This is an optimization exercise on Yosys and OpenROAD, whose aim is small area and a short achievable clock period, not a production implementation.
Only simulation tests tie the RTL to the original design; equivalence was not proved.
Power is estimated from default activity; no workload was simulated.

==> design/flow/run.sh <==
#!/bin/bash
# synth_recipe.tcl (not shown) runs the flow's synth.tcl, then flattens the netlist and writes it again
# the make line also repeats each setting of config.mk as NAME=value (left out here)
make -C /OpenROAD-flow-scripts/flow DESIGN_CONFIG=/design/flow/config.mk WORK_HOME=/design/flow/orfs CLKGATE_MAP_FILE= SYNTH_SCRIPT=/design/flow/synth_recipe.tcl finish
==> design/flow/constraint.sdc <==
create_clock -name core_clock -period 13.0 [get_ports {clock}]
set_input_delay 2.6000 -clock core_clock [delete_from_list [all_inputs] [get_ports {clock}]]
set_output_delay 2.6000 -clock core_clock [all_outputs]
set_load 0.01 [all_outputs]
==> design/flow/design.v <==
module processador_pipeline_modular(
    input clock,
    input reset,
    output [31:0] imem_addr,
    input  [31:0] imem_data,
    output [31:0] dmem_addr,
    output [31:0] dmem_wdata,
    output        dmem_we,
    output        dmem_re,
    input  [31:0] dmem_rdata
);
    localparam NOP = 32'h00000013;
    reg  [31:0] pc;
    reg  [31:0] ifid_inst, ifid_pc;
    reg         idex_regwrite, idex_memread, idex_memwrite, idex_branch;
    reg  [4:0]  idex_rd;
    reg  [31:0] idex_rd1, idex_rd2;
    reg  [11:0] idex_imm;
    reg         idex_imm_s;
    reg  [31:0] idex_target;
    reg         idex_a_m, idex_a_w, idex_a_r;           
    reg         idex_b_m, idex_b_w, idex_b_r, idex_b_i;  
    reg         idex_s_m, idex_s_w, idex_s_r;           
    reg         idex_add, idex_sub, idex_or, idex_srl, idex_and;
    reg  [31:0] exmem_alu, exmem_wdata;
    reg  [4:0]  exmem_rd;
    reg         exmem_regwrite, exmem_memread, exmem_memwrite, exmem_taken;
    reg  [31:0] memwb_data;
    reg  [4:0]  memwb_rd;
    reg         memwb_regwrite;
    wire        wb_we = memwb_regwrite && (memwb_rd != 5'd0);
    wire [1023:0] rf_flat;
    wire [31:0]   rf_valid;
    assign rf_flat[31:0] = 32'b0;
    assign rf_valid[0]   = 1'b0;
    genvar g;
    generate
        for (g = 1; g < 32; g = g + 1) begin : g_reg
            reg [31:0] q;
            reg        v;
            always @(posedge clock)
                if (wb_we && (memwb_rd == g))
                    q <= memwb_data;
            always @(posedge clock or posedge reset)
                if (reset)
                    v <= 1'b0;
                else if (wb_we && (memwb_rd == g))
                    v <= 1'b1;
            assign rf_flat[32*g +: 32] = q;
            assign rf_valid[g] = v;
        end
    endgenerate
    wire [6:0] opcode = ifid_inst[6:0];
    wire [4:0] rs1    = ifid_inst[19:15];
    wire [4:0] rs2    = ifid_inst[24:20];
    wire [4:0] rd     = ifid_inst[11:7];
    wire [2:0] funct3 = ifid_inst[14:12];
    wire [6:0] funct7 = ifid_inst[31:25];
    wire is_r  = (opcode == 7'b0110011);
    wire is_ld = (opcode == 7'b0000011);
    wire is_ai = (opcode == 7'b0010011);
    wire is_st = (opcode == 7'b0100011);
    wire is_br = (opcode == 7'b1100011);
    wire id_regwrite = is_r | is_ld | is_ai;
    wire id_alusrc   = is_ld | is_ai | is_st;
    reg id_add, id_sub, id_or, id_srl, id_and;
    always @(*) begin
        id_add = 1'b0; id_sub = 1'b0; id_or = 1'b0; id_srl = 1'b0; id_and = 1'b0;
        if (is_br)
            id_sub = 1'b1;
        else if (is_ai)
            id_and = 1'b1;
        else if (is_r) begin
            case (funct3)
                3'b000: if (funct7 == 7'b0100000) id_sub = 1'b1; else id_add = 1'b1;
                3'b110: id_or = 1'b1;
                3'b101: if (funct7 == 7'b0000000) id_srl = 1'b1; else id_and = 1'b1;
                default: id_and = 1'b1;
            endcase
        end else
            id_add = 1'b1;
    end
    wire [11:0] id_imm = is_st ? {ifid_inst[31:25], ifid_inst[11:7]} :
                         is_br ? {ifid_inst[7], ifid_inst[30:25], ifid_inst[11:8], 1'b0} :
                                 ifid_inst[31:20];
    wire [31:0] id_imm32 = {{20{ifid_inst[31]}}, id_imm};
    wire [31:0] sel1 = (32'b1 << rs1) & rf_valid;
    wire [31:0] sel2 = (32'b1 << rs2) & rf_valid;
    reg  [31:0] id_rd1, id_rd2;
    integer i;
    always @(*) begin
        id_rd1 = {27'b0, rs1 & {5{~|sel1}}};
        id_rd2 = {27'b0, rs2 & {5{~|sel2}}};
        for (i = 1; i < 32; i = i + 1) begin
            id_rd1 = id_rd1 | ({32{sel1[i]}} & rf_flat[32*i +: 32]);
            id_rd2 = id_rd2 | ({32{sel2[i]}} & rf_flat[32*i +: 32]);
        end
    end
    wire stall = idex_memread && (idex_rd != 5'd0) && ((idex_rd == rs1) || (idex_rd == rs2));
    wire m1 = idex_regwrite  && (idex_rd  != 5'd0) && (idex_rd  == rs1);
    wire w1 = exmem_regwrite && (exmem_rd != 5'd0) && (exmem_rd == rs1);
    wire m2 = idex_regwrite  && (idex_rd  != 5'd0) && (idex_rd  == rs2);
    wire w2 = exmem_regwrite && (exmem_rd != 5'd0) && (exmem_rd == rs2);
    wire [31:0] wb_data = memwb_data;
    wire [31:0] ex_a  = ({32{idex_a_m}} & exmem_alu) | ({32{idex_a_w}} & wb_data) | ({32{idex_a_r}} & idex_rd1);
    wire [31:0] ex_sd = ({32{idex_s_m}} & exmem_alu) | ({32{idex_s_w}} & wb_data) | ({32{idex_s_r}} & idex_rd2);
    wire [31:0] ex_b  = ({32{idex_b_m}} & exmem_alu) | ({32{idex_b_w}} & wb_data) | ({32{idex_b_r}} & idex_rd2) |
                        ({32{idex_b_i}} & {{20{idex_imm_s}}, idex_imm});
    wire [31:0] ex_sum = ex_a + (ex_b ^ {32{idex_sub}}) + {31'b0, idex_sub};
    wire [31:0] ex_shr = (|ex_b[31:5]) ? 32'b0 : (ex_a >> ex_b[4:0]);
    wire [31:0] ex_res = ({32{idex_add | idex_sub}} & ex_sum) |
                         ({32{idex_or}}  & (ex_a | ex_b)) |
                         ({32{idex_and}} & (ex_a & ex_b)) |
                         ({32{idex_srl}} & ex_shr);
    wire ex_taken = idex_branch && (ex_a == ex_sd);
    wire taken = exmem_taken;
    assign dmem_addr  = exmem_alu;
    assign dmem_wdata = exmem_wdata;
    assign dmem_we    = exmem_memwrite;
    assign dmem_re    = exmem_memread;
    wire [31:0] mem_wb_next = exmem_memread ? dmem_rdata : exmem_alu;
    assign imem_addr = pc;
    always @(posedge clock or posedge reset) begin
        if (reset)
            pc <= 32'b0;
        else if (!stall)
            pc <= taken ? idex_target : pc + 32'd4;
    end
    always @(posedge clock or posedge reset) begin
        if (reset) begin
            ifid_inst <= NOP;
            ifid_pc   <= 32'b0;
        end else if (!stall) begin
            ifid_inst <= taken ? NOP : imem_data;
            ifid_pc   <= pc;
        end
    end
    always @(posedge clock or posedge reset) begin
        if (reset) begin
            idex_regwrite <= 1'b0; idex_memread <= 1'b0;
            idex_memwrite <= 1'b0; idex_branch  <= 1'b0;
        end else if (taken || stall) begin
            idex_regwrite <= 1'b0; idex_memread <= 1'b0;
            idex_memwrite <= 1'b0; idex_branch  <= 1'b0;
        end else begin
            idex_regwrite <= id_regwrite; idex_memread <= is_ld;
            idex_memwrite <= is_st;       idex_branch  <= is_br;
        end
    end
    always @(posedge clock)
        if (!(taken || stall))
            idex_target <= ifid_pc + id_imm32;
    always @(posedge clock) begin
        idex_rd    <= rd;
        idex_rd1   <= id_rd1;
        idex_rd2   <= id_rd2;
        idex_imm   <= id_imm;
        idex_imm_s <= ifid_inst[31];
        idex_a_m   <= m1;
        idex_a_w   <= !m1 && w1;
        idex_a_r   <= !m1 && !w1;
        idex_s_m   <= m2;
        idex_s_w   <= !m2 && w2;
        idex_s_r   <= !m2 && !w2;
        idex_b_m   <= !id_alusrc && m2;
        idex_b_w   <= !id_alusrc && !m2 && w2;
        idex_b_r   <= !id_alusrc && !m2 && !w2;
        idex_b_i   <= id_alusrc;
        idex_add   <= id_add;
        idex_sub   <= id_sub;
        idex_or    <= id_or;
        idex_srl   <= id_srl;
        idex_and   <= id_and;
    end
    always @(posedge clock or posedge reset) begin
        if (reset) begin
            exmem_regwrite <= 1'b0; exmem_memread <= 1'b0;
            exmem_memwrite <= 1'b0; exmem_taken   <= 1'b0;
        end else begin
            exmem_regwrite <= idex_regwrite; exmem_memread <= idex_memread;
            exmem_memwrite <= idex_memwrite; exmem_taken   <= ex_taken;
        end
    end
    always @(posedge clock) begin
        exmem_alu   <= ex_res;
        exmem_wdata <= ex_sd;
        exmem_rd    <= idex_rd;
    end
    always @(posedge clock or posedge reset) begin
        if (reset)
            memwb_regwrite <= 1'b0;
        else
            memwb_regwrite <= exmem_regwrite;
    end
    always @(posedge clock) begin
        memwb_data <= mem_wb_next;
        memwb_rd   <= exmem_rd;
    end
endmodule
==> design/flow/config.mk <==
export PLATFORM = sky130hd
export DESIGN_NAME = processador_pipeline_modular
export DESIGN_NICKNAME = processador_pipeline_modular
export VERILOG_FILES = /design/flow/design.v
export SDC_FILE = /design/flow/constraint.sdc
export NUM_CORES = 4
export LEC_CHECK = 0
export CAP_MARGIN = 20
export CORE_MARGIN = 2
export CORE_UTILIZATION = 40
export SLEW_MARGIN = 20
==> results of run 1 <==
-- path summary, 6_finish.rpt --
kind / startpoint / end / slack, ps / cells after the start
min: idex_memwrite / exmem_memwrite / 380 / 0
min reg2reg: idex_memwrite / exmem_memwrite / 380 / 0
max in group asynchronous: reset / exmem_taken / 9360 / 3
min in group asynchronous: reset / ifid_inst[19] / 2310 / 2
max reg2reg: memwb_data[0] / exmem_alu[28] / 7510 / 14
max: memwb_data[0] / exmem_alu[28] / 7510 / 14
-- through the flow --
step,area [um^2],power (mW),cells,utilization
2_1_floorplan,60500,5.31,4800,-
4_1_cts,69600,9.85,7017,0.464
6_report,69700,9.87,7029,0.465
3_3_place_gp,64700,5.59,6753,0.431
3_5_place_dp,64700,5.59,6753,0.431
5_1_grt,69700,10.1,7020,0.465
-- area by class of cell --
| cell class | instances | area (um^2) |
|---|---|---|
| well taps | 2016 | 2520 |
| repair buffers | 315 | 2790 |
| clock buffers | 187 | 4030 |
| clock inverters | 77 | 935 |
| flip-flops and latches | 1363 | 38200 |
| inverters | 75 | 287 |
| fillers | 13500 | 80300 |
| diodes | 10 | 25.0 |
| multi-input cells | 2986 | 20900 |
-- sequential cells by signal, indices dropped and copies added (netlist names), 12 cells and up --
signal and flops:
idex_rd2 32, g.v 31, memwb_data 32, ifid_inst 32
exmem_alu 32, idex_target 32, g.q 992, idex_rd1 32
exmem_wdata 32, idex_imm 12, pc 32, ifid_pc 32
-- worst max-delay path, stage by stage, from the launching register on --
cell	delay [ps]
dfxtp_1	1040
a22oi_1	280
nand2_2	190
buf_4	480
a21oi_1	180
fa_1	530
a211oi_1	310
nor2_1	130
o31ai_1	450
a211oi_1	230
nor4_1	690
nor4_1	200
nor2_1	280
o21ai_0	160
a31o_1	230
-- cell usage in the layout (no fill, tap or decap), types with 104 or more instances in the layout --
cell | synthesis | layout
dfxtp_1 | 203 | 197
a221oi_1 | 159 | 159
nand3_1 | 251 | 250
nand2_1 | 356 | 355
a22o_1 | 160 | 160
clkbuf_16 | 0 | 147
clkdlybuf4s50_1 | 0 | 163
dfrtp_1 | 133 | 132
a22oi_1 | 661 | 661
edfxtp_1 | 1024 | 1024
o21ai_0 | 118 | 118
a222oi_1 | 104 | 104
buf_4 | 1 | 150
-- cells by family (layout without fill, tap and decap cells) --
logic type                 count (synthesis)  after routing  synth area share
muxes                                    117            117            0.0203
buffers and inverters                    451            654            0.0282
xor gates and xnor gates                 131            131            0.0190
DFF                                     1363           1363             0.632
adders and majority gates                 64             64            0.0135
AOI/OAI and AO/OA                       1525           1525             0.192
and+or+nand+nor                         1149           1149            0.0954
other                                      0             10                 0
-- power breakdown --
| group | switching (mW) | total (mW) | internal (mW) |
|---|---|---|---|
| combinational | 0.365 | 0.582 | 0.217 |
| sequential | 0.120 | 4.94 | 4.83 |
| clock | 1.85 | 4.35 | 2.49 |
| total | 2.34 | 9.87 | 7.53 |
-- layer usage --
metal	track usage	wire, um	vias up
met2	0.499	114000	5152
li1	-	-	19600
met3	0.151	47000	1494
met4	0.225	23500	16
met1	0.462	99700	24900
met5	0.00351	172	-
==> impl_results.rst, run 1 <==
.. list-table::
   :header-rows: 1

   * - Metric
     - Value
   * - Detailed Routing Iterations Pass 1
     - 10
   * - Number of ports placed on the die boundary
     - 164
   * - Top_reg_cell synth
     - edfxtp_1
   * - Static leakage
     - 25.3 nW
   * - Layout overhead on the synthesized area
     - 15.2%
   * - Data required time of the critical path
     - 13710 ps
   * - Fraction of layout cells with a size suffix above 1
     - 0.114
   * - DR vias/cell
     - 7.27
   * - Total Neg Setup Slack
     - 0 ps
   * - CTS HTree Levels
     - 4
   * - Largest cells by area after synthesis
     - edfxtp_1 51%, a22oi_1 8.2%, dfxtp_1 6.7%
   * - Mapped cell area
     - 60500 um^2
   * - Synthesized netlist net count
     - 4930
   * - Largest net degree at the start of global routing
     - 85
   * - Vias post-DR
     - 51100
   * - Initial antenna violation count
     - 20
   * - DIE HEIGHT
     - 393 um
   * - Kind of critical path
     - flip-flop to flip-flop
   * - Crit share post-route
     - 0.422
   * - Max-cap violation count
     - 0
   * - Cell row count
     - 142
   * - GRT Overall Usage
     - 0.360
   * - First-pass GRT wire length
     - 385 mm
   * - Critical path arrival
     - 6190 ps
   * - Achievable frequency
     - 182 MHz
   * - Transition time of the tightest slew-check pin
     - 1250 ps
   * - Number of global-route vias before repair
     - 48200
   * - Area of the placeable core
     - 150000 um^2
   * - Min Clock Period, post-route
     - 5490 ps
   * - Placed wire-length estimate
     - 156 mm
   * - Number of standard cells after synthesis
     - 4800
   * - Setup clock skew after layout
     - 46.5 ps
   * - Post-route ant nets
     - 0
   * - CTS tree
     - yes
   * - Post-Route WL
     - 285 mm
   * - List of most frequent post-synthesis cells
     - 1024 x edfxtp_1, 661 x a22oi_1, 356 x nand2_1, 329 x clkbuf_1, 251 x nand3_1
   * - Clock transition at the registers of the reported paths
     - 70 ps
   * - Status
     - finished clean
   * - Number of enable-type register cells in the synthesized netlist
     - 1024
   * - Max VDD drop
     - 0.139 mV
   * - Pre-CTS setup slack
     - 7690 ps
   * - Floorplan die area
     - 154000 um^2
   * - Number of flip-flops and latches in the synthesized netlist
     - 1363
   * - Clock sink count
     - 1363
   * - Clock Tree Buf Depth
     - 3
   * - DIE WIDTH
     - 393 um
   * - GPL Wtd Cong
     - 0.971
   * - Initial cell density of the core
     - 0.403
   * - CTS Hold Buffers Added
     - 0
   * - Aggregate global routing overflow
     - 0
   * - Latest clock arrival within the worst-skew pair
     - 820 ps
   * - Total CTS buffers
     - 143
   * - Hold Vio Cnt, Final
     - 0
   * - Detailed router's first-iteration violation count
     - 11100
   * - Worst hold-check path type
     - flip-flop to flip-flop
   * - Nature of the critical path endpoint
     - flip-flop
   * - Worst setup SP type
     - flip-flop
   * - Post-layout net count
     - 5014
   * - Library cell occupying the most area in the post-synthesis netlist
     - edfxtp_1
   * - Yosys synthesis warning count
     - 1
   * - Finish-stage setup viols
     - 0
   * - Number of buffers added on ports
     - 163
   * - Final worst slack
     - 7510 ps
   * - Power density over cell area
     - 142 nW/um^2
   * - Fraction of registers with async set/reset
     - 0.0998
   * - Min Hold Slack
     - 381 ps
   * - Post-CTS repair timing setup buffer count
     - 0
   * - # DRC
     - 0
   * - Cell with the most instances after synthesis
     - edfxtp_1
   * - Routed WL per cell
     - 40.5 um
   * - Crit-path max FO
     - 39
   * - Yosys top cell area share
     - 0.509
   * - Clock Tree Root
     - clkbuf_16
   * - Unrepaired setup endpoints after global routing
     - false
   * - Number of pins exceeding their max-slew limit in the final report
     - 0
   * - Normalized max-slew margin
     - 0.161
   * - Count of different cell masters after synthesis
     - 84
   * - Avg Cell Area, Syn
     - 12.6 um^2
   * - Share of synthesized area occupied by flip-flops and latches
     - 0.632
   * - Quantity of gates resized following cts
     - 0
==> run 2, diff against run 1 <==
--- a/design/flow/design.v
+++ b/design/flow/design.v
@@ -13,4 +13,5 @@
     reg  [31:0] pc;
     reg  [31:0] ifid_inst, ifid_pc;
+    reg         ifid_st, ifid_br;    
     reg         idex_regwrite, idex_memread, idex_memwrite, idex_branch;
     reg  [4:0]  idex_rd;
@@ -60,6 +61,6 @@
     wire is_ld = (opcode == 7'b0000011);
     wire is_ai = (opcode == 7'b0010011);
-    wire is_st = (opcode == 7'b0100011);
-    wire is_br = (opcode == 7'b1100011);
+    wire is_st = ifid_st;
+    wire is_br = ifid_br;
     wire id_regwrite = is_r | is_ld | is_ai;
     wire id_alusrc   = is_ld | is_ai | is_st;
@@ -107,5 +108,6 @@
     wire [31:0] ex_b  = ({32{idex_b_m}} & exmem_alu) | ({32{idex_b_w}} & wb_data) | ({32{idex_b_r}} & idex_rd2) |
                         ({32{idex_b_i}} & {{20{idex_imm_s}}, idex_imm});
-    wire [31:0] ex_sum = ex_a + (ex_b ^ {32{idex_sub}}) + {31'b0, idex_sub};
+    wire [32:0] ex_sum33 = {ex_a, 1'b1} + {ex_b ^ {32{idex_sub}}, idex_sub};
+    wire [31:0] ex_sum = ex_sum33[32:1];
     wire [31:0] ex_shr = (|ex_b[31:5]) ? 32'b0 : (ex_a >> ex_b[4:0]);
     wire [31:0] ex_res = ({32{idex_add | idex_sub}} & ex_sum) |
@@ -131,7 +133,11 @@
             ifid_inst <= NOP;
             ifid_pc   <= 32'b0;
+            ifid_st   <= 1'b0;
+            ifid_br   <= 1'b0;
         end else if (!stall) begin
             ifid_inst <= taken ? NOP : imem_data;
             ifid_pc   <= pc;
+            ifid_st   <= !taken && (imem_data[6:0] == 7'b0100011);
+            ifid_br   <= !taken && (imem_data[6:0] == 7'b1100011);
         end
     end
==> design/flow/flow/run.sh (new file) <==
#!/bin/bash
# Standard ORFS flow (the standard.sh) with a timing-driven repair margin,
# port buffers of a fixed drive, and a clock tree of large clusters without
# dummy loads. The full make output is kept in flow_make.log.
set -uo pipefail
bash standard.sh \
  SETUP_SLACK_MARGIN=9.0 \
  MATCH_CELL_FOOTPRINT=0 \
  "BUFFER_PORTS_ARGS=-buffer_cell sky130_fd_sc_hd__buf_2" \
  "CTS_ARGS=-sink_clustering_enable -repair_clock_nets -dont_use_dummy_load -buf_list sky130_fd_sc_hd__clkbuf_16 -sink_clustering_size 20 -sink_clustering_max_diameter 200" \
  finish > flow_make.log 2>&1
rc=$?
tail -20 flow_make.log
exit $rc
==> design/flow/standard.sh (new file) <==
#!/bin/bash
# synth_recipe.tcl (not shown) runs the flow's synth.tcl, then flattens the netlist and writes it again
# the make line also repeats each setting of config.mk as NAME=value (left out here)
make -C /OpenROAD-flow-scripts/flow DESIGN_CONFIG=/design/flow/config.mk WORK_HOME=/design/flow/orfs CLKGATE_MAP_FILE= SYNTH_SCRIPT=/design/flow/synth_recipe.tcl "${@:-finish}"
--- a/design/flow/config.mk
+++ b/design/flow/config.mk
@@ -8,4 +8,4 @@
 export CAP_MARGIN = 20
 export CORE_MARGIN = 2
-export CORE_UTILIZATION = 40
+export CORE_UTILIZATION = 45
 export SLEW_MARGIN = 20
removed: design/flow/run.sh
==> run 2 against run 1 <==
First-iteration DRC count is 12% higher; final area is 5.2% lower; largest cell class unchanged; flip-flop and latch count is 2 higher; non-clock buffer count is 3 lower; final cell count is 6.7% lower; utilization is 2.9 points higher; power is 17% lower; via count is 0.78% lower; worst hold slack worse by 25 ps; clock power is 43% lower; die area is 11% lower; setup slack better by 1300 ps.
==> impl_results.rst, run 2 <==
.. list-table::
   :header-rows: 1

   * - Metric
     - Value
   * - Status
     - finished clean (unchanged)
   * - Parity-gate share of the synthesized area counting xor and xnor cells
     - 0.0193 (was 0.0190)
   * - Max-cap violation count
     - 0 (unchanged)
   * - List of cells traversed by the critical path
     - nor2b_1 -> nor2b_1 -> and3_2 -> buf_4 -> nor4_1 -> nand4_1 -> nor2_1 -> a2111o_1 (was a22oi_1 -> nand2_2 -> buf_4 -> a21oi_1 -> fa_1 -> a211oi_1 -> nor2_1 -> o31ai_1 -> a211oi_1 -> nor4_1 -> nor4_1 -> nor2_1 -> o21ai_0 -> a31o_1)
   * - Count of different cell masters after synthesis
     - 83 (was 84)
   * - Setup clock skew after layout
     - 77.8 ps (was 46.5 ps)
   * - Yosys synthesis warning count
     - 1 (unchanged)
   * - Worst hold-check path type
     - flip-flop to flip-flop (unchanged)
   * - Synthesized netlist net count
     - 4894 (was 4930)
   * - DIE HEIGHT
     - 372 um (was 393 um)
   * - CTS HTree Levels
     - 3 (was 4)
   * - Number of buffers added on ports
     - 163 (unchanged)
   * - Total Neg Setup Slack
     - 0 ps (unchanged)
   * - Achievable frequency
     - 241 MHz (was 182 MHz)
   * - Most frequent CP cell
     - nor2b_1
   * - Fraction of layout cells with a size suffix above 1
     - 0.144 (was 0.114)
   * - Avg Cell Area, Syn
     - 12.8 um^2 (was 12.6 um^2)
   * - Number of pins exceeding their max-slew limit in the final report
     - 0 (unchanged)
   * - Clock Tree Root
     - clkbuf_16 (unchanged)
   * - Static leakage
     - 23.7 nW (was 25.3 nW)
   * - CTS tree
     - yes (unchanged)
   * - Clock Tree Buf Depth
     - 3 (unchanged)
   * - Portion of total power attributed to the clock network
     - 0.304 (was 0.440)
   * - Largest net degree at the start of global routing
     - 85 (unchanged)
   * - DR vias/cell
     - 7.73 (was 7.27)
   * - Detailed router's first-iteration violation count
     - 12400 (was 11100)
   * - First-pass GRT wire length
     - 380 mm (was 385 mm)
   * - Worst setup SP type
     - flip-flop (unchanged)
   * - Multi-input gate area
     - 21200 um^2 (was 20900 um^2)
   * - Yosys top cell area share
     - 0.506 (was 0.509)
   * - Register with the most flip-flops
     - g.q (unchanged)
   * - Mapped cell area
     - 60800 um^2 (was 60500 um^2)
   * - Clock transition at the registers of the reported paths
     - 90 ps (was 70 ps)
   * - Post-Route WL
     - 282 mm (was 285 mm)
   * - Top delay family on crit path
     - simple AND/OR/NAND/NOR gates (was compound AO/OA/AOI/OAI gates)
   * - Max VDD drop
     - 0.0826 mV (was 0.139 mV)
   * - Data required time of the critical path
     - 13580 ps (was 13710 ps)
   * - Critical path arrival
     - 4730 ps (was 6190 ps)
   * - Critical path's largest stage delay
     - 1100 ps (was 1040 ps)
   * - Library cell occupying the most area in the post-synthesis netlist
     - edfxtp_1 (unchanged)
   * - Slowest library cell on the worst path
     - and3_2 (was dfxtp_1)
   * - Part of the power in registers
     - 0.614 (was 0.501)
   * - CP bufs+invs
     - 1 (unchanged)
   * - Number of enable-type register cells in the synthesized netlist
     - 1024 (unchanged)
   * - Number of ports placed on the die boundary
     - 164 (unchanged)
   * - Initial antenna violation count
     - 19 (was 20)
   * - Layout overhead on the synthesized area
     - 8.71% (was 15.2%)
   * - Largest register FFs
     - 992 (unchanged)
   * - Number of standard cells after synthesis
     - 4764 (was 4800)
   * - Finish-stage setup viols
     - 0 (unchanged)
   * - Floorplan die area
     - 138000 um^2 (was 154000 um^2)
   * - Normalized max-slew margin
     - 0.145 (was 0.161)
   * - Largest family of logic cells by synthesized area
     - compound AO/OA/AOI/OAI gates (unchanged)
   * - Post-synthesis adder-cell area fraction
     - 0.0133 (was 0.0135)
   * - Number of global-route vias before repair
     - 47200 (was 48200)
   * - Top_reg_cell synth
     - edfxtp_1 (unchanged)
   * - Mux cell area share after synthesis
     - 0.0244 (was 0.0203)
   * - Cell row count
     - 134 (was 142)
   * - Transition time of the tightest slew-check pin
     - 1280 ps (was 1250 ps)
   * - Vias post-DR
     - 50700 (was 51100)
   * - Initial cell density of the core
     - 0.454 (was 0.403)
   * - Cell with the most instances after synthesis
     - edfxtp_1 (unchanged)
   * - DIE WIDTH
     - 372 um (was 393 um)
   * - GRT Overall Usage
     - 0.398 (was 0.360)
   * - Register area
     - 38400 um^2 (was 38200 um^2)
   * - Largest cells by area after synthesis
     - edfxtp_1 51%, dfxtp_1 6.7%, a22oi_1 6.3% (was edfxtp_1 51%, a22oi_1 8.2%, dfxtp_1 6.7%)
   * - # DRC
     - 0 (unchanged)
   * - Net Switching
     - 1.99 mW (was 2.34 mW)
   * - Share of synthesized area occupied by flip-flops and latches
     - 0.629 (was 0.632)
   * - Final standard cell count with taps included and fillers excluded
     - 6558 (was 7029)
   * - Latest clock arrival within the worst-skew pair
     - 750 ps (was 820 ps)
   * - Aggregate global routing overflow
     - 0 (unchanged)
   * - Min Clock Period, post-route
     - 4150 ps (was 5490 ps)
   * - Routed WL per cell
     - 43.0 um (was 40.5 um)
   * - Crit-path max FO
     - 19 (was 39)
   * - Post-route ant nets
     - 0 (unchanged)
   * - Total CTS buffers
     - 78 (was 143)
   * - Power density over cell area
     - 124 nW/um^2 (was 142 nW/um^2)
   * - Power Internal
     - 6.18 mW (was 7.53 mW)
   * - List of most frequent post-synthesis cells
     - 1024 x edfxtp_1, 513 x a22oi_1, 290 x clkbuf_1, 248 x nand2_1, 240 x nand3_1 (was 1024 x edfxtp_1, 661 x a22oi_1, 356 x nand2_1, 329 x clkbuf_1, 251 x nand3_1)
   * - Crit share post-route
     - 0.319 (was 0.422)
   * - Post-layout net count
     - 4912 (was 5014)
   * - GPL Wtd Cong
     - 1.01 (was 0.971)
   * - Simple-gate portion of the synthesized area
     - 0.0918 (was 0.0954)
   * - Synthesized-area fraction occupied by ao, oa, aoi and oai cells
     - 0.192 (about the same)
   * - Number of flip-flops and latches in the synthesized netlist
     - 1365 (was 1363)
   * - CTS Hold Buffers Added
     - 0 (unchanged)
   * - Most common library cell in the layout ignoring fill and taps
     - edfxtp_1 (unchanged)
   * - Clock sink count
     - 1365 (was 1363)
   * - Unrepaired setup endpoints after global routing
     - true (was false)
   * - Fraction of registers with async set/reset
     - 0.101 (was 0.0998)
   * - Portion of total power attributed to combinational logic
     - 0.081 (was 0.059)
   * - Area of the placeable core
     - 134000 um^2 (was 150000 um^2)
   * - Detailed Routing Iterations Pass 1
     - 12 (was 10)
   * - Switching fraction of total power
     - 0.243 (was 0.237)
   * - Leading cell types in the layout, fill and taps excluded
     - 1024 x edfxtp_1, 507 x a22oi_1, 246 x nand2_1 (was 1024 x edfxtp_1, 661 x a22oi_1, 355 x nand2_1)
   * - Placed cells
     - 6463 (was 6753)
   * - Hold Vio Cnt, Final
     - 0 (unchanged)
   * - Kind of critical path
     - flip-flop to flip-flop (unchanged)
   * - Number of fillers in the final layout
     - 11700 (was 13500)
   * - Placed wire-length estimate
     - 152 mm (was 156 mm)
   * - Nature of the critical path endpoint
     - flip-flop (unchanged)
run 2: cell count changes after synthesis, moves of 27 or more:
cell | previous run | this run
a221oi_1 | 159 | 231
a22o_1 | 160 | 231
a22oi_1 | 661 | 513
buf_2 | 6 | 35
clkbuf_1 | 329 | 290
mux2_2 | 40 | 72
nand2_1 | 356 | 248
nor2_1 | 112 | 158
o21ai_0 | 118 | 148
o21ai_1 | 34 | 5
or4_1 | 62 | 35
run 2: worst reg2reg max path, cell delays in order, from the launching register on:
cell,delay (ps)
dfrtp_1,680
nor2b_1,430
nor2b_1,300
and3_2,1100
buf_4,600
nor4_1,130
nand4_1,120
nor2_1,180
a2111o_1,520
run 2: power groups by stage:
stage               Sequential (mW)  Combinational, mW  Clock (mW)
floorplan                      5.08              0.375           0
global placement               5.10              0.638           0
detailed placement             5.10              0.643           0
CTS                            5.01              0.647        2.47
global route                   5.03              0.720        2.61
finish                         5.02              0.665        2.48
run 2: logic make-up (layout without fill, tap and decap cells):
group,count (synthesis),in the layout
buffers and inverters,452,468
flip-flops,1365,1365
multiplexers,139,139
XOR/XNOR,134,134
AND/OR/NAND/NOR,1093,1093
adder cells (fa/ha/maj),64,64
other,0,10
AO/OA/AOI/OAI,1517,1517
run 2: layout make-up:
cell class                 count  share of cell area
antenna                       10            0.000379
multi-input combinational   2947               0.321
tap                         1768              0.0335
clock buffer                  78              0.0295
timing repair buffer         312              0.0309
inverter                      78             0.00449
sequential                  1365               0.580
run 2: through the flow:
stage	hold slack, ps	area, um^2	power [mW]	setup WS [ps]	util
after floorplan	331	60800	5.46	8680	-
after global placement	336	63800	5.74	8210	0.477
after detailed placement	337	63800	5.75	8150	0.477
after CTS	359	65800	8.13	9000	0.492
after global routing	369	66100	8.36	8990	0.494
final	356	66100	8.16	8850	0.494
run 2: worst paths after layout:
path	start	to	slack, ps	depth (start not counted)
min in group asynchronous	reset	ifid_inst[18]	2020	2
min	idex_memwrite	exmem_memwrite	360	0
max reg2reg	ifid_inst[16]	idex_rd1[1]	8850	8
max	ifid_inst[16]	idex_rd1[1]	8850	8
max in group asynchronous	reset	ifid_inst[20]	9360	4
min reg2reg	idex_memwrite	exmem_memwrite	360	0
run 2: per-layer routing:
metal,GRT usage,vias up,wire length (um)
met5,0.00490,-,248
met1,0.512,24700,96400
met4,0.257,24,25600
met3,0.160,1513,47300
met2,0.554,5288,113000
li1,-,19200,-
run 2: repair_timing:
| item | in CTS | in global routing |
|---|---|---|
| setup endpoints to repair | 63 | 34 |
| gates resized for setup | 60 | 53 |
| pin swaps | 0 | 6 |
| buffers inserted | 0 | 5 |
==> run 3, diff against run 2 <==
--- a/design/flow/design.v
+++ b/design/flow/design.v
@@ -19,5 +19,5 @@
     reg  [11:0] idex_imm;
     reg         idex_imm_s;
-    reg  [31:0] idex_target;
+    reg  [31:0] idex_pc;
     reg         idex_a_m, idex_a_w, idex_a_r;           
     reg         idex_b_m, idex_b_w, idex_b_r, idex_b_i;  
@@ -85,5 +85,6 @@
                          is_br ? {ifid_inst[7], ifid_inst[30:25], ifid_inst[11:8], 1'b0} :
                                  ifid_inst[31:20];
-    wire [31:0] id_imm32 = {{20{ifid_inst[31]}}, id_imm};
+    wire        v1 = rf_valid[rs1];
+    wire        v2 = rf_valid[rs2];
     wire [31:0] sel1 = (32'b1 << rs1) & rf_valid;
     wire [31:0] sel2 = (32'b1 << rs2) & rf_valid;
@@ -91,6 +92,6 @@
     integer i;
     always @(*) begin
-        id_rd1 = {27'b0, rs1 & {5{~|sel1}}};
-        id_rd2 = {27'b0, rs2 & {5{~|sel2}}};
+        id_rd1 = {27'b0, rs1 & {5{~v1}}};
+        id_rd2 = {27'b0, rs2 & {5{~v2}}};
         for (i = 1; i < 32; i = i + 1) begin
             id_rd1 = id_rd1 | ({32{sel1[i]}} & rf_flat[32*i +: 32]);
@@ -127,5 +128,5 @@
             pc <= 32'b0;
         else if (!stall)
-            pc <= taken ? idex_target : pc + 32'd4;
+            pc <= taken ? idex_pc + {{20{idex_imm_s}}, idex_imm} : pc + 32'd4;
     end
     always @(posedge clock or posedge reset) begin
@@ -155,12 +156,13 @@
     end
     always @(posedge clock)
-        if (!(taken || stall))
-            idex_target <= ifid_pc + id_imm32;
+        if (!(taken || stall)) begin
+            idex_pc    <= ifid_pc;
+            idex_imm   <= id_imm;
+            idex_imm_s <= ifid_inst[31];
+        end
     always @(posedge clock) begin
         idex_rd    <= rd;
         idex_rd1   <= id_rd1;
         idex_rd2   <= id_rd2;
-        idex_imm   <= id_imm;
-        idex_imm_s <= ifid_inst[31];
         idex_a_m   <= m1;
         idex_a_w   <= !m1 && w1;
--- a/design/flow/flow/run.sh
+++ b/design/flow/flow/run.sh
@@ -5,5 +5,5 @@
 set -uo pipefail
 bash standard.sh \
-  SETUP_SLACK_MARGIN=9.0 \
+  SETUP_SLACK_MARGIN=9.3 \
   MATCH_CELL_FOOTPRINT=0 \
   "BUFFER_PORTS_ARGS=-buffer_cell sky130_fd_sc_hd__buf_2" \
==> run 3 against run 2 <==
Still clean; routed wire length increased by 2.3%; non-clock buffer count increased by 108; sequential share of layout area decreased by 1.4 points; register-to-register slack improved by 320 ps; die area is 0.67% higher; setup slack better by 200 ps; synthesized area grew 0.68%.
==> impl_results.rst, run 3 <==
.. list-table::
   :header-rows: 1

   * - Metric
     - Value
   * - Status
     - finished clean (unchanged)
   * - Aggregate global routing overflow
     - 0 (unchanged)
   * - DIE WIDTH
     - 373 um (was 372 um)
   * - Share of synthesized area occupied by flip-flops and latches
     - 0.627 (was 0.629)
   * - Launch point of the worst reg-to-reg path
     - ifid_inst[17] (was ifid_inst[16])
   * - Pre-CTS setup slack
     - 8390 ps (was 8150 ps)
   * - Min Clock Period, post-route
     - 3950 ps (was 4150 ps)
   * - Register-to-register setup slack
     - 9170 ps (was 8850 ps)
   * - Top delay family on crit path
     - flip-flops (was simple AND/OR/NAND/NOR gates)
   * - Routed WL per cell
     - 42.8 um (was 43.0 um)
   * - DR vias/cell
     - 7.66 (was 7.73)
   * - Clock transition at the registers of the reported paths
     - 70 ps (was 90 ps)
   * - Worst setup SP type
     - flip-flop (unchanged)
   * - Finish-stage setup viols
     - 0 (unchanged)
   * - Top_reg_cell synth
     - edfxtp_1 (unchanged)
   * - Total CTS buffers
     - 78 (unchanged)
   * - CTS HTree Levels
     - 3 (unchanged)
   * - GRT Overall Usage
     - 0.401 (was 0.398)
   * - Cell row count
     - 135 (was 134)
   * - Worst reg2reg path depth
     - 7 (was 8)
   * - Layout overhead on the synthesized area
     - 11.4% (was 8.71%)
   * - Post-Route WL
     - 289 mm (was 282 mm)
   * - Leading cell types in the layout, fill and taps excluded
     - 1037 x edfxtp_1, 633 x a22oi_1, 368 x nand2_1 (was 1024 x edfxtp_1, 507 x a22oi_1, 246 x nand2_1)
   * - Avg Cell Area, Syn
     - 12.7 um^2 (was 12.8 um^2)
   * - Critical path arrival
     - 1350 ps (was 4730 ps)
   * - Latest clock arrival within the worst-skew pair
     - 710 ps (was 750 ps)
   * - Number of fillers in the final layout
     - 11800 (was 11700)
   * - Max VDD drop
     - 0.0903 mV (was 0.0826 mV)
   * - Mapped cell area
     - 61200 um^2 (was 60800 um^2)
   * - Post-route ant nets
     - 0 (unchanged)
   * - First-pass GRT wire length
     - 389 mm (was 380 mm)
   * - Largest net degree at the start of global routing
     - 80 (was 85)
   * - Transition time of the tightest slew-check pin
     - 1340 ps (was 1280 ps)
   * - Post-layout net count
     - 5076 (was 4912)
   * - Detailed Routing Iterations Pass 1
     - 14 (was 12)
   * - Achievable frequency
     - 253 MHz (was 241 MHz)
   * - Setup clock skew after layout
     - 93.1 ps (was 77.8 ps)
   * - Largest cells by area after synthesis
     - edfxtp_1 51%, a22oi_1 7.9%, dfxtp_1 6.2% (was edfxtp_1 51%, dfxtp_1 6.7%, a22oi_1 6.3%)
   * - CTS Hold Buffers Added
     - 0 (unchanged)
   * - GPL Wtd Cong
     - 0.978 (was 1.01)
   * - Terminus of the critical flop-to-flop path
     - idex_rd1[6] (was idex_rd1[1])
   * - Crit share post-route
     - 0.304 (was 0.319)
   * - # DRC
     - 0 (unchanged)
   * - Initial antenna violation count
     - 18 (was 19)
   * - Data required time of the critical path
     - 10400 ps (was 13580 ps)
   * - Number of flip-flops and latches in the synthesized netlist
     - 1365 (unchanged)
   * - Most common library cell in the layout ignoring fill and taps
     - edfxtp_1 (unchanged)
   * - Static leakage
     - 24.6 nW (was 23.7 nW)
   * - Vias post-DR
     - 51600 (was 50700)
   * - Clock Tree Root
     - clkbuf_16 (unchanged)
   * - Power density over cell area
     - 121 nW/um^2 (was 124 nW/um^2)
   * - Total Neg Setup Slack
     - 0 ps (unchanged)
   * - Detailed router's first-iteration violation count
     - 12000 (was 12400)
   * - Yosys synthesis warning count
     - 1 (unchanged)
   * - DIE HEIGHT
     - 373 um (was 372 um)
   * - Cell with the most instances after synthesis
     - edfxtp_1 (unchanged)
   * - Number of ports placed on the die boundary
     - 164 (unchanged)
   * - Number of global-route vias before repair
     - 48300 (was 47200)
   * - Max-cap violation count
     - 0 (unchanged)
   * - CTS tree
     - yes (unchanged)
   * - Hold Vio Cnt, Final
     - 0 (unchanged)
   * - Critical path's largest stage delay
     - 430 ps (was 1100 ps)
   * - Floorplan die area
     - 139000 um^2 (was 138000 um^2)
   * - Clock sink count
     - 1365 (unchanged)
   * - Synthesized netlist net count
     - 4952 (was 4894)
   * - Number of enable-type register cells in the synthesized netlist
     - 1037 (was 1024)
   * - Register with the most flip-flops
     - g.q (unchanged)
   * - Final design utilization
     - 0.504 (was 0.494)
   * - CP bufs+invs
     - 2 (was 1)
   * - Kind of critical path
     - flip-flop to primary output (was flip-flop to flip-flop)
   * - Fraction of layout cells with a size suffix above 1
     - 0.170 (was 0.144)
   * - Unrepaired setup endpoints after global routing
     - true (unchanged)
   * - Worst min-delay path endpoint
     - memwb_regwrite (was exmem_memwrite)
   * - Fraction of registers with async set/reset
     - 0.101 (unchanged)
   * - Worst hold-check path type
     - flip-flop to flip-flop (unchanged)
   * - Number of standard cells after synthesis
     - 4822 (was 4764)
   * - Clock Tree Buf Depth
     - 3 (unchanged)
   * - Layout Cell Area excl Fill
     - 68200 um^2 (was 66100 um^2)
   * - Normalized max-slew margin
     - 0.0991 (was 0.145)
   * - Area of the placeable core
     - 135000 um^2 (was 134000 um^2)
   * - Final worst slack
     - 9050 ps (was 8850 ps)
   * - Initial cell density of the core
     - 0.452 (was 0.454)
   * - List of cells traversed by the critical path
     - buf_12 -> buf_6 (was nor2b_1 -> nor2b_1 -> and3_2 -> buf_4 -> nor4_1 -> nand4_1 -> nor2_1 -> a2111o_1)
   * - Largest register FFs
     - 992 (unchanged)
   * - Number of instances on the worst hold path
     - 0 (unchanged)
   * - List of most frequent post-synthesis cells
     - 1037 x edfxtp_1, 642 x a22oi_1, 369 x nand2_1, 285 x clkbuf_1, 276 x nand3_1 (was 1024 x edfxtp_1, 513 x a22oi_1, 290 x clkbuf_1, 248 x nand2_1, 240 x nand3_1)
   * - Crit-path max FO
     - 2 (was 19)
   * - Placed wire-length estimate
     - 158 mm (was 152 mm)
   * - Yosys top cell area share
     - 0.509 (was 0.506)
   * - Nature of the critical path endpoint
     - primary output (was flip-flop)
   * - Number of pins exceeding their max-slew limit in the final report
     - 0 (unchanged)
   * - Slowest library cell on the worst path
     - dfrtp_2 (was and3_2)
   * - Library cell occupying the most area in the post-synthesis netlist
     - edfxtp_1 (unchanged)
   * - Count of different cell masters after synthesis
     - 82 (was 83)
   * - Number of buffers added on ports
     - 163 (unchanged)
   * - Launch instance of the worst min-delay path
     - exmem_regwrite (was idex_memwrite)
   * - Placed inst area
     - 64300 um^2 (was 63800 um^2)
==> run 3: cell types whose count changed after synthesis, sizes merged, moves of 22 or more <==
cell / previous run / this run
nand2: 249 / 369
nand3: 241 / 276
a22oi: 516 / 642
a22o: 231 / 164
or3: 30 / 5
inv: 78 / 56
nor2: 158 / 133
a221oi: 232 / 168
==> run 3: logic make-up after synthesis <==
logic type | Yosys count | synth area share
AO/OA/AOI/OAI | 1510 | 0.189
flip-flops | 1365 | 0.627
AND/OR/NAND/NOR | 1177 | 0.0957
buffers and inverters | 432 | 0.0277
multiplexers | 143 | 0.0281
XOR/XNOR | 131 | 0.0187
adder cells (fa/ha/maj) | 64 | 0.0132
==> run 3: how the worst max path moves through the flow <==
stage	to	startpoint	cells after the start
2_1_floorplan	exmem_memread	reset	1
3_3_place_gp	exmem_memread	reset	4
3_5_place_dp	exmem_memread	reset	4
4_1_cts	dmem_re	exmem_memread	2
5_1_grt	dmem_re	exmem_memread	2
6_report	dmem_re	exmem_memread	2
==> run 3: cell type report <==
cell class	instances	area (um^2)	area share
Antenna cell	19	47.5	0.000698
Clock buffer	78	1950	0.0286
Inverter	56	214	0.00314
Multi-Input combinational cell	3025	21700	0.318
Sequential cell	1365	38600	0.566
Tap cell	1781	2230	0.0327
Timing Repair Buffer	420	3430	0.0503
==> run 3: per-layer routing <==
layer | up-vias | wire length [um] | global-route usage
met3 | 1512 | 46900 | 0.145
met1 | 25000 | 101000 | 0.521
li1 | 19700 | - | -
met4 | 12 | 25800 | 0.252
met2 | 5417 | 115000 | 0.567
met5 | - | 104 | 0
==> run 3: what timing repair did <==
action,CTS,global route
resized for setup,212,85
setup endpoints to repair,205,133
cloned,1,4
pin swaps,6,13
buffers inserted,77,20
==> run 3: power breakdown <==
group | internal, mW | total (mW) | switching (mW)
clock | 1.07 | 2.51 | 1.44
combinational | 0.311 | 0.800 | 0.489
sequential | 4.83 | 4.93 | 0.103
total | 6.21 | 8.24 | 2.03
==> run 3: metrics by stage <==
step / hold WS [ps] / power, mW / cells
detailed placement: 360 / 5.68 / 6545
global placement: 359 / 5.67 / 6545
global route: 382 / 8.41 / 6731
CTS: 377 / 8.17 / 6701
floorplan: 331 / 5.40 / 4822
finish: 378 / 8.24 / 6744
==> run 4, diff against run 3 <==
--- a/design/flow/flow/run.sh
+++ b/design/flow/flow/run.sh
@@ -5,5 +5,5 @@
 set -uo pipefail
 bash standard.sh \
-  SETUP_SLACK_MARGIN=9.3 \
+  SETUP_SLACK_MARGIN=9.0 \
   MATCH_CELL_FOOTPRINT=0 \
   "BUFFER_PORTS_ARGS=-buffer_cell sky130_fd_sc_hd__buf_2" \
==> run 4 against run 3 <==
Sequential share of layout area rose by 1.2 points; flip-flop and latch count did not move; utilization fell by 1.1 points; sequential power rose by 1%; power fell by 1.8%.
==> impl_results.rst, run 4 <==
.. list-table::
   :header-rows: 1

   * - Metric
     - Value
   * - Placed cells
     - 6543 (was 6545)
   * - Most common library cell in the layout ignoring fill and taps
     - edfxtp_1 (unchanged)
   * - Power density over cell area
     - 121 nW/um^2 (about the same)
   * - Slowest library cell on the worst path
     - dfxtp_2 (was dfrtp_2)
   * - Max VDD drop
     - 0.0789 mV (was 0.0903 mV)
   * - DIE HEIGHT
     - 373 um (unchanged)
   * - CTS Hold Buffers Added
     - 0 (unchanged)
   * - Total CTS buffers
     - 78 (unchanged)
   * - Number of flip-flops and latches in the synthesized netlist
     - 1365 (unchanged)
   * - Critical path arrival
     - 1400 ps (was 1350 ps)
   * - Final standard cell count with taps included and fillers excluded
     - 6643 (was 6744)
   * - Crit-path max FO
     - 6 (was 2)
   * - Detailed router's first-iteration violation count
     - 11700 (was 12000)
   * - Yosys top cell area share
     - 0.509 (unchanged)
   * - Largest cells by area after synthesis
     - edfxtp_1 51%, a22oi_1 7.9%, dfxtp_1 6.2% (unchanged)
   * - Number of pins exceeding their max-slew limit in the final report
     - 0 (unchanged)
   * - Initial cell density of the core
     - 0.452 (unchanged)
   * - Number of enable-type register cells in the synthesized netlist
     - 1037 (unchanged)
   * - Max-cap violation count
     - 0 (unchanged)
   * - Net Switching
     - 1.96 mW (was 2.03 mW)
   * - Number of fillers in the final layout
     - 11800 (about the same)
   * - First-pass GRT wire length
     - 386 mm (was 389 mm)
   * - Top_reg_cell synth
     - edfxtp_1 (unchanged)
   * - Setup clock skew after layout
     - 78.1 ps (was 93.1 ps)
   * - Portion of total power attributed to the clock network
     - 0.307 (was 0.304)
   * - Unrepaired setup endpoints after global routing
     - true (unchanged)
   * - Worst hold-check path type
     - flip-flop to flip-flop (unchanged)
   * - Routed WL per cell
     - 43.0 um (was 42.8 um)
   * - Portion of total power attributed to combinational logic
     - 0.077 (was 0.097)
   * - Number of standard cells after synthesis
     - 4822 (unchanged)
   * - Post-layout net count
     - 4986 (was 5076)
   * - Share of synthesized area occupied by flip-flops and latches
     - 0.627 (unchanged)
   * - Part of the power in registers
     - 0.616 (was 0.599)
   * - Final design utilization
     - 0.492 (was 0.504)
   * - Fraction of layout cells with a size suffix above 1
     - 0.143 (was 0.170)
   * - Area of the placeable core
     - 135000 um^2 (unchanged)
   * - Worst setup SP type
     - flip-flop (unchanged)
   * - Normalized max-slew margin
     - 0.215 (was 0.0991)
   * - Register with the most flip-flops
     - g.q (unchanged)
   * - Nature of the critical path endpoint
     - primary output (unchanged)
   * - Finish-stage setup viols
     - 0 (unchanged)
   * - CP bufs+invs
     - 1 (was 2)
   * - Largest net degree at the start of global routing
     - 73 (was 80)
   * - Count of different cell masters after synthesis
     - 82 (unchanged)
   * - Yosys synthesis warning count
     - 1 (unchanged)
   * - List of cells traversed by the critical path
     - buf_2 (was buf_12 -> buf_6)
   * - Clock Tree Root
     - clkbuf_16 (unchanged)
   * - Latest clock arrival within the worst-skew pair
     - 740 ps (was 710 ps)
   * - Placed wire-length estimate
     - 156 mm (was 158 mm)
   * - Library cell occupying the most area in the post-synthesis netlist
     - edfxtp_1 (unchanged)
   * - Number of buffers added on ports
     - 163 (unchanged)
   * - Post-Route WL
     - 285 mm (was 289 mm)
   * - Static leakage
     - 24.0 nW (was 24.6 nW)
   * - Clock Tree Buf Depth
     - 3 (unchanged)
   * - Cell row count
     - 135 (unchanged)
   * - Total Neg Setup Slack
     - 0 ps (unchanged)
   * - Min Hold Slack
     - 398 ps (was 378 ps)
   * - Synthesized netlist net count
     - 4952 (unchanged)
   * - Register area
     - 38500 um^2 (was 38600 um^2)
   * - Crit share post-route
     - 0.308 (was 0.304)
   * - Multi-input gate area
     - 21500 um^2 (was 21700 um^2)
   * - Number of ports placed on the die boundary
     - 164 (unchanged)
   * - List of most frequent post-synthesis cells
     - 1037 x edfxtp_1, 642 x a22oi_1, 369 x nand2_1, 285 x clkbuf_1, 276 x nand3_1 (unchanged)
   * - Post-route ant nets
     - 0 (unchanged)
   * - Kind of critical path
     - flip-flop to primary output (unchanged)
   * - Transition time of the tightest slew-check pin
     - 1180 ps (was 1340 ps)
   * - Hold Vio Cnt, Final
     - 0 (unchanged)
   * - Achievable frequency
     - 250 MHz (was 253 MHz)
   * - Initial antenna violation count
     - 15 (was 18)
   * - GRT Overall Usage
     - 0.397 (was 0.401)
   * - Avg Cell Area, Syn
     - 12.7 um^2 (unchanged)
   * - Status
     - finished clean (unchanged)
   * - Aggregate global routing overflow
     - 0 (unchanged)
   * - Leading cell types in the layout, fill and taps excluded
     - 1037 x edfxtp_1, 640 x a22oi_1, 368 x nand2_1 (was 1037 x edfxtp_1, 633 x a22oi_1, 368 x nand2_1)
   * - DIE WIDTH
     - 373 um (unchanged)
   * - Mapped cell area
     - 61200 um^2 (unchanged)
   * - CTS tree
     - yes (unchanged)
   * - Number of global-route vias before repair
     - 47500 (was 48300)
   * - Cell with the most instances after synthesis
     - edfxtp_1 (unchanged)
   * - Top delay family on crit path
     - flip-flops (unchanged)
   * - Clock transition at the registers of the reported paths
     - 90 ps (was 70 ps)
   * - Layout overhead on the synthesized area
     - 8.82% (was 11.4%)
   * - Largest register FFs
     - 992 (unchanged)
   * - CTS HTree Levels
     - 3 (unchanged)
   * - Fraction of registers with async set/reset
     - 0.101 (unchanged)
   * - GPL Wtd Cong
     - 0.954 (was 0.978)
   * - Power Internal
     - 6.13 mW (was 6.21 mW)
   * - # DRC
     - 0 (unchanged)
   * - Data required time of the critical path
     - 10400 ps (about the same)
   * - Switching fraction of total power
     - 0.243 (was 0.246)
   * - Vias post-DR
     - 51000 (was 51600)
   * - Floorplan die area
     - 139000 um^2 (unchanged)
   * - Min Clock Period, post-route
     - 4000 ps (was 3950 ps)
   * - Critical path's largest stage delay
     - 470 ps (was 430 ps)
   * - Detailed Routing Iterations Pass 1
     - 11 (was 14)
   * - DR vias/cell
     - 7.68 (was 7.66)
   * - Clock sink count
     - 1365 (unchanged)
==> run 4: cell counts after synthesis <==
Identical to the previous run, type by type.
==> run 4: timing repair <==
action / in CTS / in global routing
endpoints found under the setup margin: 55 / 35
gates cloned: 1 / 1
setup buffers: 5 / 7
pin swaps: 1 / 3
resized for setup: 63 / 27
==> run 4: logic make-up after synthesis <==
logic type / Yosys count / synth area share
AOI/OAI and AO/OA: 1510 / 0.189
xor gates and xnor gates: 131 / 0.0187
adders and majority gates: 64 / 0.0132
buffers and inverters: 432 / 0.0277
DFF: 1365 / 0.627
muxes: 143 / 0.0281
and+or+nand+nor: 1177 / 0.0957
==> run 4: area by class of cell <==
class                           instances  area share
Inverter                               56     0.00321
Antenna cell                            8    0.000301
Clock buffer                           78      0.0293
Multi-Input combinational cell       3026       0.323
Tap cell                             1781      0.0335
Sequential cell                      1365       0.578
Timing Repair Buffer                  329      0.0324
==> run 4: power by group through the flow <==
stage | logic [mW] | registers [mW] | clock network, mW
finish | 0.626 | 4.98 | 2.48
global route | 0.671 | 4.99 | 2.62
CTS | 0.607 | 4.97 | 2.48
detailed placement | 0.603 | 5.07 | 0
global placement | 0.599 | 5.07 | 0
floorplan | 0.362 | 5.04 | 0
==> run 4: routing by layer <==
layer | GRT usage | vias to the layer above | routed length [um]
met4 | 0.246 | 22 | 24900
met1 | 0.526 | 24900 | 101000
met3 | 0.150 | 1389 | 47400
met2 | 0.548 | 5228 | 112000
li1 | - | 19500 | -
met5 | 0.00105 | - | 147
==> run 4: path summary, 6_finish.rpt <==
check,startpoint,to,slack [ps],cells after the start
worst max-delay path,exmem_alu[29],dmem_addr[29],9000,1
worst min-delay path,ifid_inst[11],idex_rd[4],400,0
worst max register to register,ifid_inst[20],idex_rd2[4],9030,9
worst min register to register,ifid_inst[11],idex_rd[4],400,0
max in group asynchronous,reset,exmem_memread,9580,4
min in group asynchronous,reset,pc[31],2210,3
==> run 4: stage by stage <==
stage,setup slack [ps],instance area [um^2],power [mW]
floorplan,8680,61200,5.40
global placement,8320,64300,5.67
detailed placement,8360,64300,5.67
CTS,8960,66400,8.06
global route,8920,66600,8.28
finish,9000,66600,8.09
==> run 5, diff against run 4 <==
--- a/design/flow/design.v
+++ b/design/flow/design.v
@@ -25,4 +25,5 @@
     reg         idex_add, idex_sub, idex_or, idex_srl, idex_and;
     reg  [31:0] exmem_alu, exmem_wdata;
+    reg         exmem_ld;        
     reg  [4:0]  exmem_rd;
     reg         exmem_regwrite, exmem_memread, exmem_memwrite, exmem_taken;
@@ -122,5 +123,5 @@
     assign dmem_we    = exmem_memwrite;
     assign dmem_re    = exmem_memread;
-    wire [31:0] mem_wb_next = exmem_memread ? dmem_rdata : exmem_alu;
+    wire [31:0] mem_wb_next = exmem_ld ? dmem_rdata : exmem_alu;
     assign imem_addr = pc;
     always @(posedge clock or posedge reset) begin
@@ -192,4 +193,5 @@
     always @(posedge clock) begin
         exmem_alu   <= ex_res;
+        exmem_ld    <= idex_memread;
         exmem_wdata <= ex_sd;
         exmem_rd    <= idex_rd;
--- a/design/flow/flow/run.sh
+++ b/design/flow/flow/run.sh
@@ -5,5 +5,5 @@
 set -uo pipefail
 bash standard.sh \
-  SETUP_SLACK_MARGIN=9.0 \
+  SETUP_SLACK_MARGIN=9.3 \
   MATCH_CELL_FOOTPRINT=0 \
   "BUFFER_PORTS_ARGS=-buffer_cell sky130_fd_sc_hd__buf_2" \
==> run 5 against run 4 <==
Still clean on timing, DRC and antenna; die area hardly changed; synthesized cell count decreased by 0.25%; utilization increased by 1.4 points; final area grew 2.9%; clock-buffer cell count stayed put; synthesized area about the same; power up 2.4%.
==> impl_results.rst, run 5 <==
.. list-table::
   :header-rows: 1

   * - Metric
     - Value
   * - DIE HEIGHT
     - 373 um (about the same)
   * - DIE WIDTH
     - 373 um (about the same)
   * - Crit share post-route
     - 0.300 (was 0.308)
   * - DR vias/cell
     - 7.64 (was 7.68)
   * - Vias post-DR
     - 51700 (was 51000)
   * - Power density over cell area
     - 121 nW/um^2 (about the same)
   * - Largest net degree at the start of global routing
     - 76 (was 73)
   * - Fraction of layout cells with a size suffix above 1
     - 0.180 (was 0.143)
   * - Placed inst area
     - 64300 um^2 (about the same)
   * - Post-layout net count
     - 5106 (was 4986)
   * - Power Internal
     - 6.25 mW (was 6.13 mW)
   * - Library cell occupying the most area in the post-synthesis netlist
     - edfxtp_1 (unchanged)
   * - Nature of the critical path endpoint
     - primary output (unchanged)
   * - Yosys synthesis warning count
     - 1 (unchanged)
   * - Critical path arrival
     - 1300 ps (was 1400 ps)
   * - Hold Vio Cnt, Final
     - 0 (unchanged)
   * - Cell with the most instances after synthesis
     - edfxtp_1 (unchanged)
   * - # DRC
     - 0 (unchanged)
   * - Finish-stage setup viols
     - 0 (unchanged)
   * - Top_reg_cell synth
     - edfxtp_1 (unchanged)
   * - CP bufs+invs
     - 1 (unchanged)
   * - Layout Cell Area excl Fill
     - 68600 um^2 (was 66600 um^2)
   * - Clock transition at the registers of the reported paths
     - 90 ps (about the same)
   * - Max VDD drop
     - 0.0938 mV (was 0.0789 mV)
   * - Min Clock Period, post-route
     - 3900 ps (was 4000 ps)
   * - Layout overhead on the synthesized area
     - 12.0% (was 8.82%)
   * - Synthesized netlist net count
     - 4940 (was 4952)
   * - Setup clock skew after layout
     - 59.4 ps (was 78.1 ps)
   * - GRT Overall Usage
     - 0.403 (was 0.397)
   * - Max-cap violation count
     - 0 (unchanged)
   * - Total Neg Setup Slack
     - 0 ps (unchanged)
   * - Number of pins exceeding their max-slew limit in the final report
     - 0 (unchanged)
   * - Initial cell density of the core
     - 0.452 (about the same)
   * - Most common library cell in the layout ignoring fill and taps
     - edfxtp_1 (unchanged)
   * - Cell row count
     - 135 (unchanged)
   * - Achievable frequency
     - 256 MHz (was 250 MHz)
   * - Switching fraction of total power
     - 0.246 (was 0.243)
   * - Kind of critical path
     - flip-flop to primary output (unchanged)
   * - Floorplan die area
     - 139000 um^2 (about the same)
   * - Area of the placeable core
     - 135000 um^2 (unchanged)
   * - Share of synthesized area occupied by flip-flops and latches
     - 0.628 (was 0.627)
   * - Post-route ant nets
     - 0 (unchanged)
   * - Unrepaired setup endpoints after global routing
     - true (unchanged)
   * - Final design utilization
     - 0.507 (was 0.492)
   * - Clock sink count
     - 1366 (was 1365)
   * - Yosys top cell area share
     - 0.509 (about the same)
   * - Number of flip-flops and latches in the synthesized netlist
     - 1366 (was 1365)
   * - Worst setup SP type
     - flip-flop (unchanged)
   * - Aggregate global routing overflow
     - 0 (unchanged)
   * - Register with the most flip-flops
     - g.q (unchanged)
   * - Largest register FFs
     - 992 (unchanged)
   * - Number of standard cells after synthesis
     - 4810 (was 4822)
   * - Number of buffers added on ports
     - 163 (unchanged)
   * - Worst hold-check path type
     - flip-flop to flip-flop (unchanged)
   * - Multi-input gate area
     - 21700 um^2 (was 21500 um^2)
   * - Critical path's largest stage delay
     - 470 ps (about the same)
   * - CTS tree
     - yes (unchanged)
   * - Detailed Routing Iterations Pass 1
     - 11 (unchanged)
   * - Transition time of the tightest slew-check pin
     - 1240 ps (was 1180 ps)
   * - Avg Cell Area, Syn
     - 12.7 um^2 (about the same)
   * - CTS HTree Levels
     - 3 (unchanged)
   * - Total CTS buffers
     - 78 (unchanged)
   * - List of most frequent post-synthesis cells
     - 1037 x edfxtp_1, 611 x a22oi_1, 341 x nand2_1, 317 x clkbuf_1, 278 x nand3_1 (was 1037 x edfxtp_1, 642 x a22oi_1, 369 x nand2_1, 285 x clkbuf_1, 276 x nand3_1)
   * - CTS Hold Buffers Added
     - 0 (unchanged)
   * - Net Switching
     - 2.03 mW (was 1.96 mW)
   * - Clock Tree Buf Depth
     - 3 (unchanged)
   * - Leading cell types in the layout, fill and taps excluded
     - 1037 x edfxtp_1, 600 x a22oi_1, 336 x nand2_1 (was 1037 x edfxtp_1, 640 x a22oi_1, 368 x nand2_1)
   * - Normalized max-slew margin
     - 0.176 (was 0.215)
   * - Mapped cell area
     - 61200 um^2 (about the same)
   * - Number of enable-type register cells in the synthesized netlist
     - 1037 (unchanged)
   * - Count of different cell masters after synthesis
     - 88 (was 82)
   * - Largest cells by area after synthesis
     - edfxtp_1 51%, a22oi_1 7.5%, dfxtp_1 6.2% (was edfxtp_1 51%, a22oi_1 7.9%, dfxtp_1 6.2%)
   * - Static leakage
     - 25.1 nW (was 24.0 nW)
   * - GPL Wtd Cong
     - 0.987 (was 0.954)
   * - Routed WL per cell
     - 42.7 um (was 43.0 um)
   * - Number of fillers in the final layout
     - 11600 (was 11800)
   * - Fraction of registers with async set/reset
     - 0.101 (about the same)
   * - Portion of total power attributed to combinational logic
     - 0.099 (was 0.077)
   * - Data required time of the critical path
     - 10400 ps (about the same)
   * - Post-Route WL
     - 289 mm (was 285 mm)
   * - Latest clock arrival within the worst-skew pair
     - 750 ps (was 740 ps)
   * - Register area
     - 38600 um^2 (was 38500 um^2)
   * - Number of ports placed on the die boundary
     - 164 (unchanged)
   * - Part of the power in registers
     - 0.600 (was 0.616)
   * - Portion of total power attributed to the clock network
     - 0.300 (was 0.307)
   * - Placed wire-length estimate
     - 158 mm (was 156 mm)
   * - Crit-path max FO
     - 5 (was 6)
   * - Number of global-route vias before repair
     - 48500 (was 47500)
   * - Status
     - finished clean (unchanged)
   * - List of cells traversed by the critical path
     - buf_6 (was buf_2)
   * - Clock Tree Root
     - clkbuf_16 (unchanged)
   * - Top delay family on crit path
     - flip-flops (unchanged)
   * - Slowest library cell on the worst path
     - dfrtp_2 (was dfxtp_2)
   * - First-pass GRT wire length
     - 390 mm (was 386 mm)
   * - Detailed router's first-iteration violation count
     - 11800 (was 11700)
   * - Initial antenna violation count
     - 11 (was 15)
-- run 5: cell types whose count changed in the layout (fill, tap and decap cells not counted), sizes merged, moves of 8 or more --
cell,before,now
buf,328,451
nand2,369,342
a221oi,168,181
a211oi,26,11
inv,54,64
a22oi,642,613
nand4,82,71
a22o,164,182
xnor2,75,66
xor2,56,64
a21oi,91,105
-- run 5: metrics by stage --
stage / total power [mW] / hold WS [ps] / setup slack [ps] / std cells
after floorplan: 5.44 / 331 / 8680 / 4810
after global placement: 5.72 / 346 / 8050 / 6536
after detailed placement: 5.72 / 351 / 7990 / 6537
after CTS: 8.24 / 371 / 9070 / 6731
after global routing: 8.47 / 376 / 9060 / 6757
final: 8.28 / 366 / 9100 / 6764
-- run 5: layout make-up --
class                   instances  area share
flip-flops and latches       1366       0.564
multi-input cells            3005       0.317
repair buffers                459      0.0546
well taps                    1781      0.0325
clock buffers                  78      0.0285
inverters                      66     0.00367
diodes                          9    0.000329
-- run 5: logic make-up after synthesis --
logic type,count (synthesis),share of synthesized area
buffers and inverters,439,0.0274
flip-flops,1366,0.628
multiplexers,149,0.0292
AO/OA/AOI/OAI,1527,0.191
AND/OR/NAND/NOR,1135,0.0925
adder cells (fa/ha/maj),64,0.0132
XOR/XNOR,130,0.0186
-- run 5: power groups by stage --
stage	clock (mW)	combinational (mW)	sequential (mW)
floorplan	0	0.383	5.06
global placement	0	0.619	5.10
detailed placement	0	0.620	5.10
CTS	2.49	0.782	4.97
global route	2.62	0.874	4.98
finish	2.49	0.823	4.97
-- run 5: per-layer routing --
metal  part of all wire  global-route usage  vias to the layer above
met2               0.39               0.552                     5324
met4              0.087               0.257                       12
li1                   -                   -                    19700
met5            0.00030                   0                        -
met3               0.17               0.163                     1445
met1               0.35               0.527                    25200
-- run 5: worst paths after layout --
check | from | to | slack (ps) | depth (start not counted)
hold reg to reg | idex_memwrite | exmem_memwrite | 370 | 0
setup / recovery | pc[2] | imem_addr[2] | 9100 | 1
setup reg to reg | ifid_inst[20] | idex_rd2[10] | 9200 | 7
min in group asynchronous | reset | pc[30] | 2060 | 3
max in group asynchronous | reset | pc[3] | 9710 | 4
hold / removal | idex_memwrite | exmem_memwrite | 370 | 0
-- run 5: timing repair --
item	CTS	global route
cloned	7	0
buffers inserted	109	23
endpoints found under the setup margin	198	156
pin swaps	26	22
gates resized for setup	219	68

[afterwards: timing with drivers on the ports]
In the flow no input, the clock included, has a driving cell. The finished layouts below were timed again as built, in two steps.
Step 1 sets driving cells, clkbuf_16 on the clock port and buf_2 on the other inputs (assumed; they add their load-dependent delay and slew).
Step 2 also shifts input and output timing later by t, the mid clock arrival at the registers, as if the neighbouring blocks saw the same clock.
Slacks: ideal ports / drivers / drivers and shift; pairs: ideal ports / drivers.
| run | shift t [ns] | setup WS [ns] | pins driven straight from the clock port |
|---|---|---|---|
| run 1 | 0.877 | 7.511 / 7.511 / 7.511 | 1 |
| run 2 | 0.771 | 8.851 / 8.851 / 8.649 | 1 |
| run 3 | 0.761 | 9.053 / 8.976 / 9.036 | 1 |
| run 4 | 0.780 | 8.999 / 8.915 / 8.859 | 1 |
| run 5 | 0.778 | 9.100 / 9.021 / 8.997 | 1 |
After both steps setup and hold are still met in every run listed. For run 2, which loses most, drivers alone change the setup slack by 0.000 ns; drivers and shift together by -0.202 ns. Setup slack includes reset recovery checks.
